Source: an optimization exercise on an open RTL-to-GDS flow (aim: small area). Production flows keep margins and buffers that such runs may drop. In this exercise RTL edits were held to simulation tests only and were not proved equivalent to the original. Power and IR drop assume default switching activity.

## bmp280_spi_uart_v2005
module bmp280_spi_uart_v2005
#(
  parameter CLK_HZ = 50000,
  parameter BAUD   = 5000,
  parameter SCK_HZ = 12500
)(
  input  wire clk,
  input  wire rst_n,
  output wire spi_csn,
  output wire spi_sck,
  output wire spi_mosi,
  input  wire spi_miso,
  output wire uart_tx
);
  reg [6:0] g;                  
  wire [5:0] t = g[5:0];
  wire eow = (t == 6'd63);
  reg [6:0] pc;
  reg [7:0] j;
  reg first, f2;
  reg sp;
  wire [1:0] cls;
  wire [4:0] xs;
  wire [3:0] ys;
  wire [1:0] kys;
  wire [2:0] kms;
  wire [2:0] msrc;
  wire [3:0] jc;
  wire [1:0] jend;
  wire mmul;
  wire fsub;
  wire clr;
  wire mdiv;
  wire mdve;
  wire md10;
  wire conv;
  wire isT;
  wire [1:0] subm;
  wire dA;
  wire dB;
  wire dC;
  wire dD;
  wire whi;
  wire bsx;
  wire xinv;
  wire ltsign;
  wire lnz;
  wire ldsign;
  wire nzg;
  wire [7:0] chr;
  wire [1:0] ctype;
  wire pre_en;
  wire pre_hex;
  wire [3:0] pre_idx;
  wire [2:0] spit;
  wire lastpc;
  assign cls[0] = (pc == 7'd0) | (pc == 7'd18) | (pc == 7'd27) | (pc == 7'd28) | (pc == 7'd29) | (pc == 7'd30) | (pc == 7'd31) | (pc == 7'd32) | (pc == 7'd34) | (pc == 7'd103);
  ...
Size in the first run: ~1600 cells after synthesis, ~500 flip-flops, about 7 I/O pins, roughly 16000 µm² of cells after synthesis.
Settings: LEC_CHECK=0, ABC_AREA=1, CAP_MARGIN=20, CORE_MARGIN=2, CORE_UTILIZATION=33, GPL_TIMING_DRIVEN=0, PLACE_DENSITY=0.5, SLEW_MARGIN=20, SYNTH_MEMORY_MAX_BITS=16384; clock period 1000.0 ns.
standard.sh (not shown) runs the stock make flow with config.mk's settings and CLKGATE_MAP_FILE= SYNTH_SCRIPT=/design/flow/synth_recipe.tcl, a recipe that flattens the netlist after the stock synthesis.
==> flow/flow/run.sh <==
#!/bin/bash
# Standard layout, with clock tree synthesis told not to add dummy loads.
set -euo pipefail
bash standard.sh "CTS_ARGS=-sink_clustering_enable -repair_clock_nets -dont_use_dummy_load" finish > flow_make.log 2>&1
Next try:
==> flow/flow/run.sh (replaced) <==
#!/bin/bash
# Own layout flow:
#  1. the standard synthesis (standard.sh synth), unchanged;
#  2. its combinational logic re-mapped for area with a stronger ABC script
#     (resynth.ys, opt.abc); every register instance is kept as it is, same
#     name and cell;
#  3. the standard layout from that netlist, with clock tree synthesis
#     using clkbuf_8 clusters and no dummy loads.
# Each tool's output goes to a log file of its own in this folder.
set -euo pipefail
W=$PWD
R=$W/orfs/results/$FLOW_PLATFORM/bmp280_spi_uart_v2005/base
L=$W/orfs/logs/$FLOW_PLATFORM/bmp280_spi_uart_v2005/base
bash standard.sh synth > log_1_standard_synth.txt 2>&1
cp "$R/1_2_yosys.v" "$W/synth_standard.v"
LIB=$FLOW_HOME/platforms/$FLOW_PLATFORM/lib/sky130_fd_sc_hd__tt_025C_1v80.lib
DU=$(grep -o -- '-dont_use [A-Za-z0-9_]*' "$L/1_2_yosys.log" | sort -u | tr '\n' ' ')
YOSYS=$FLOW_HOME/../tools/install/yosys/bin/yosys
[ -x "$YOSYS" ] || YOSYS=yosys
sed -e "s|@LIB@|$LIB|g" -e "s|@DU@|$DU|g" -e "s|@IN@|$W/synth_standard.v|g" \
    -e "s|@OUT@|$W/synth_resynth.v|g" -e "s|@ABC@|$W/flow/opt.abc|g" -e "s|@TOP@|$FLOW_TOP|g" \
    flow/resynth.ys > "$W/resynth_run.ys"
"$YOSYS" -s "$W/resynth_run.ys" > log_2_resynth.txt 2>&1
cp "$W/synth_resynth.v" "$R/1_2_yosys.v"
rm -f "$R/1_synth.odb" "$R/1_synth.sdc"
bash standard.sh "CTS_ARGS=-sink_clustering_enable -repair_clock_nets -dont_use_dummy_load -buf_list sky130_fd_sc_hd__clkbuf_8 -sink_clustering_size 18 -sink_clustering_max_diameter 60" finish > log_3_standard_layout.txt 2>&1
==> flow/flow/opt.abc (new file) <==
&get -n
&deepsyn -T 60
&put
dch -f
amap
strash
dch -f
amap
topo
==> flow/flow/resynth.ys (new file) <==
# Re-map the combinational logic of the standard synthesis netlist for area.
# Register cells are kept as hierarchy (not flattened), so every register
# instance keeps its name and cell type.
read_liberty -ignore_miss_func @LIB@
read_verilog @IN@
hierarchy -top @TOP@
setattr -mod -set keep_hierarchy 1 sky130_fd_sc_hd__df* sky130_fd_sc_hd__edf* sky130_fd_sc_hd__sdf* sky130_fd_sc_hd__dl* sky130_fd_sc_hd__conb*
flatten
opt_clean
abc -liberty @LIB@ @DU@ -script @ABC@
opt_clean -purge
splitnets
opt_clean -purge
hilomap -singleton -hicell sky130_fd_sc_hd__conb_1 HI -locell sky130_fd_sc_hd__conb_1 LO
select @TOP@
stat -liberty @LIB@
write_verilog -noattr -nohex -nodec -selected @OUT@
The changed run completed with no timing, DRC or antenna violations.
Final cell count decreases by 19%.
Non-clock buffer count decreases by 28.
Die area goes down by 13%.
Next try:
==> flow/run.sh (new file) <==
#!/bin/bash
# synth_recipe.tcl (not shown) runs the flow's synth.tcl, then flattens the netlist and writes it again
# the make line also repeats each setting of config.mk as NAME=value (left out here)
make -C /OpenROAD-flow-scripts/flow DESIGN_CONFIG=/design/flow/config.mk WORK_HOME=/design/flow/orfs CLKGATE_MAP_FILE= SYNTH_SCRIPT=/design/flow/synth_recipe.tcl finish
CTS_BUF_LIST = sky130_fd_sc_hd__clkbuf_8   (was unset)
CTS_CLUSTER_DIAMETER = 60   (was unset)
CTS_CLUSTER_SIZE = 18   (was unset)
removed: flow/flow/run.sh
removed: flow/flow/opt.abc
removed: flow/flow/resynth.ys
removed: flow/standard.sh
Outcome:
- die area grows by about a fifth
- clock-buffer cell count rises by 2
- register-to-register slack improves by 2.7 ns
- cell area came out higher by about a fifth
- routed wire length goes up by a little under a tenth
- first-iteration DRC count rose by about a fifth
- total power came out higher by a few percent
- clock skew came out lower by 0.049 ns
Next try:
ABC_CLOCK_PERIOD_IN_PS = 1000000   (was unset)
CTS_BUF_LIST = unset   (was sky130_fd_sc_hd__clkbuf_8)
CTS_CLUSTER_DIAMETER = unset   (was 60)
CTS_CLUSTER_SIZE = unset   (was 18)
Outcome: First-iteration DRC count stays flat; non-clock buffer count is unchanged; final area is higher by 4.5%; register-to-register slack hardly moves; clock skew shrinks by 0.0062 ns; synthesized area stays the same.
Next try:
ABC_CLOCK_PERIOD_IN_PS = unset   (was 1000000)
CTS_BUF_LIST = sky130_fd_sc_hd__clkbuf_16   (was unset)
CTS_CLUSTER_DIAMETER = 60   (was unset)
CTS_CLUSTER_SIZE = 30   (was unset)
=> First-iteration DRC count fell by 11%. Worst hold slack improved by 0.0085 ns. Worst setup slack improved by 0.022 ns. Non-clock buffer count does not change. Die area does not change.

-- what the ideal ports hide --
The flow's constraints put no driver on any port. The routed layouts listed below were extracted and timed again, unchanged, in two steps. Step 1 assumes that a clkbuf_16 drives the clock port and a buf_2 every other input. Step 2 moves the port delays by t, midway between the first and last clock arrival at a register: inputs arrive t later, outputs are due t later. That takes back most of the time a late clock gives input paths. Three values: no drivers, after step 1, after step 2; two values: the first two.
run	t, ns	setup WS [ns]	worst register clock-pin slew, ns
the first run	0.595	796.077 / 796.023 / 796.407	0.06 / 0.06
the second run	0.613	794.194 / 794.145 / 794.757	0.10 / 0.10
the third run	0.652	795.973 / 795.923 / 796.441	0.10 / 0.10
the fourth run	0.621	796.002 / 795.948 / 796.403	0.07 / 0.07
the fifth run	0.643	796.024 / 795.969 / 796.430	0.10 / 0.10
After both steps every run listed still meets setup and hold.
